This is an optimization exercise on Yosys and OpenROAD, whose aim is small area, a short achievable clock period and few clock cycles, not a production implementation.
At most, simulation tests tie the RTL to the original design; equivalence was not proved.
No activity file was given, so power comes from the tool's default toggle rates.

==> flow/design.v (excerpt) <==
module tinymoa_dcim (
    input clk,
    input nrst,
    output reg        mmio_ready,
    input             mmio_write,
    input      [31:0] mmio_wdata,
    input             mmio_read,
    output     [31:0] mmio_rdata,
    input      [5:0]  mmio_addr,
    input      [31:0] mem_rdata,
    output     [31:0] mem_wdata,
    output reg        mem_write,
    output reg        mem_read,
    output reg [9:0]  mem_addr
);
export LEC_CHECK = 0
export CAP_MARGIN = 20
export CORE_MARGIN = 2
export CORE_UTILIZATION = 70
export CTS_CLUSTER_DIAMETER = 200
export CTS_CLUSTER_SIZE = 28
export SETUP_SLACK_MARGIN = 4.75
export SLEW_MARGIN = 20
create_clock -name core_clock -period 7.5 [get_ports {clk}]
run.sh (not shown) runs the stock make flow with config.mk's settings and CLKGATE_MAP_FILE= SYNTH_SCRIPT=/design/flow/synth_recipe.tcl, a recipe that flattens the netlist after the stock synthesis.
Testbench counts at the start, summed over its fixed seeds: cycles 17,921.
Next try:
--- a/flow/design.v
+++ b/flow/design.v
@@ -459,28 +459,22 @@
             4'd1: rdata_q <= {8'd0, done, busy};
             4'd2: rdata_q <= cfg_wbase;
             4'd3: rdata_q <= cfg_abase;
             4'd4: rdata_q <= cfg_rbase;
             4'd5: rdata_q <= {4'd0, cfg_n};
             default: rdata_q <= 10'd0;
         endcase
     end
     reg [4:0] rs, nph, rr;
-    always @(posedge clk or negedge nrst) begin
-        if (!nrst) begin
-            rs  <= 5'd1;
-            nph <= 5'd0;
-            rr  <= 5'd29;
-        end else begin
-            rs  <= rs + 5'd1;
-            nph <= nph - 5'd1;
-            rr  <= rr - 5'd1;
-        end
+    always @(posedge clk) begin
+        rs  <= rs + 5'd1;
+        nph <= 5'd0 - rs;
+        rr  <= 5'd0 - (rs + 5'd3);
     end
     wire [31:0] rot0 = rs[0] ? {mem_rdata[30:0], mem_rdata[31]} : mem_rdata;
     wire [31:0] rot1 = rs[1] ? {rot0[29:0], rot0[31:30]}         : rot0;
     wire [31:0] rot2 = rs[2] ? {rot1[27:0], rot1[31:28]}         : rot1;
     wire [31:0] rot3 = rs[3] ? {rot2[23:0], rot2[31:24]}         : rot2;
     wire [31:0] rot  = rs[4] ? {rot3[15:0], rot3[31:16]}         : rot3;
     reg [3:0] tag0;
     reg [3:0] ld_act;
     reg       ld_row;
@@ -514,56 +508,54 @@
             assign xb[gj]      = plane_en[0] & ~(w ^ A[0][gj]);
             assign xb[32 + gj] = plane_en[1] & ~(w ^ A[1][gj]);
             assign xb[64 + gj] = plane_en[2] & ~(w ^ A[2][gj]);
             assign xb[96 + gj] = plane_en[3] & ~(w ^ A[3][gj]);
         end
     endgenerate
     wire [10:0] res;
     dcim_colsum u_sum (.clk(clk), .x(xb), .nb(nb), .res(res));
     reg [10:0] wdata_q;
-    assign mem_wdata = {{21{wdata_q[10]}}, wdata_q};
+    reg        sign_q;
+    assign mem_wdata = {{11{sign_q}}, {10{wdata_q[10]}}, wdata_q};
     reg [10:0] nsh;
     always @(posedge clk) begin
         nsh <= {5'd0, cfg_n} << cfg_prec;
         nb  <= {5'd0, cfg_n} - nsh;
     end
     localparam S_IDLE = 3'd0;
     localparam S_ACT  = 3'd1;
     localparam S_ROW  = 3'd2;
     localparam S_WAIT = 3'd3;
     localparam S_COMP = 3'd4;
     reg [2:0] state;
     reg [4:0] cnt;
     reg [1:0] pm1;               
     reg       rl;                
     reg       va, vb;            
     reg       la, lb;            
-    reg [4:0] ca, cb;            
+    wire [4:0] cb = nph + 5'd2;  
     wire [1:0] st_p   = mmio_wdata[2:1] - 2'd1;
     wire       row_ld = ({1'b0, rr} < cfg_n);
     always @(posedge clk or negedge nrst) begin
         if (!nrst) begin
             state     <= S_IDLE;
             cnt       <= 5'd0;
             busy      <= 1'b0;
             done      <= 1'b0;
             mem_read  <= 1'b0;
             mem_write <= 1'b0;
             tag0      <= 4'd0;
             ld_act    <= 4'd0;
             ld_row    <= 1'b0;
             va        <= 1'b0;
             vb        <= 1'b0;
             la        <= 1'b0;
             lb        <= 1'b0;
-            plane_en  <= 4'd0;
-            pm1       <= 2'd0;
-            rl        <= 1'b0;
         end else begin
             mem_read  <= 1'b0;
             tag0      <= 4'd0;
             ld_act    <= {tag0[3] & ~tag0[2] & (tag0[1:0] == 2'd3),
                           tag0[3] & ~tag0[2] & (tag0[1:0] == 2'd2),
                           tag0[3] & ~tag0[2] & (tag0[1:0] == 2'd1),
                           tag0[3] & ~tag0[2] & (tag0[1:0] == 2'd0)};
             ld_row    <= tag0[3] & tag0[2] & tag0[0];
             va        <= (state == S_COMP);
@@ -572,22 +564,18 @@
             lb        <= la;
             mem_write <= vb && ({1'b0, cb} < cfg_n);
             cnt       <= cnt + 5'd1;
             case (state)
                 S_IDLE: begin
                     cnt <= 5'd1;
                     if (start) begin
                         busy     <= 1'b1;
                         done     <= 1'b0;
-                        plane_en <= {mmio_wdata[3:1] > 3'd3, mmio_wdata[3:1] > 3'd2,
-                                     mmio_wdata[3:1] > 3'd1, mmio_wdata[3:1] > 3'd0};
-                        pm1      <= st_p;
-                        rl       <= mmio_wdata[4];
                         mem_read <= 1'b1;
                         tag0     <= 4'b1000;
                         if (st_p != 2'd0)
                             state <= S_ACT;
                         else if (mmio_wdata[4]) begin
                             state <= S_ROW;
                             cnt   <= 5'd0;
                         end else begin
                             state <= S_WAIT;
@@ -620,21 +608,26 @@
                 default: state <= S_IDLE;
             endcase
             if (lb) begin
                 busy <= 1'b0;
                 done <= 1'b1;
             end
         end
     end
     always @(posedge clk) begin
-        ca      <= nph;
-        cb      <= ca;
+        if (state == S_IDLE) begin
+            plane_en <= {mmio_wdata[3:1] > 3'd3, mmio_wdata[3:1] > 3'd2,
+                         mmio_wdata[3:1] > 3'd1, mmio_wdata[3:1] > 3'd0};
+            pm1      <= st_p;
+            rl       <= mmio_wdata[4];
+        end
         wdata_q <= res;
+        sign_q  <= res[10] & res[9];
         if (vb)
             mem_addr <= cfg_rbase + {5'd0, cb};
         else if (state == S_ROW)
             mem_addr <= cfg_wbase + {5'd0, rr};
         else if (state == S_ACT)
             mem_addr <= cfg_abase + {8'd0, cnt[1:0]};
         else
             mem_addr <= cfg_abase;
     end
The changed run produced a clean layout.
Sequential share of layout area fell by 0.13 points.
Die area came out lower by 0.88%.
Count of clock-buffer cells in the layout decreases by 6.
Wire length came out higher by about 5%.
Sequential power increases by 3.9%.
Core utilization goes down by 0.36 points.
Fmax grows by 0.52%.
Combinational power came out higher by 110%.
Final cell count went down by about 1.2%.
Clock skew came out higher by 0.0098 ns.
Non-clock buffer count came out higher by 4.
Design area fell by 0.83%.
Global-route usage grows by 0.82 points.
Synthesized cell count decreases by about 1.5%.
For the second run of this note, only the layout was checked, not whether the RTL still works.

separate check: timing with driven ports:
In the flow no input, the clock included, has a driving cell. The finished layouts below were timed again as built, in two steps.
Step 1 (the two cells are an assumption about what drives the block):
set clk [get_ports {clk}]
set_driving_cell -lib_cell sky130_fd_sc_hd__clkbuf_16 $clk
set_driving_cell -lib_cell sky130_fd_sc_hd__buf_2 [delete_from_list [all_inputs] $clk]
Step 2 also shifts input and output timing later by t, the mid clock arrival at the registers, as if the neighbouring blocks saw the same clock.
Slacks: ideal / step 1 / step 2; pairs: ideal / step 1.
run | t (ns) | slack for setup (ns) | worst register clock-pin slew, ns
the first run | 0.706 | 4.593 / 4.531 / 4.011 | 0.11 / 0.11
the second run | 0.720 | 4.609 / 4.543 / 4.066 | 0.12 / 0.12
After both steps every run listed still meets setup and hold. The setup slack of the first run, which loses most, moves by -0.062 ns with the drivers and by -0.582 ns with both steps.
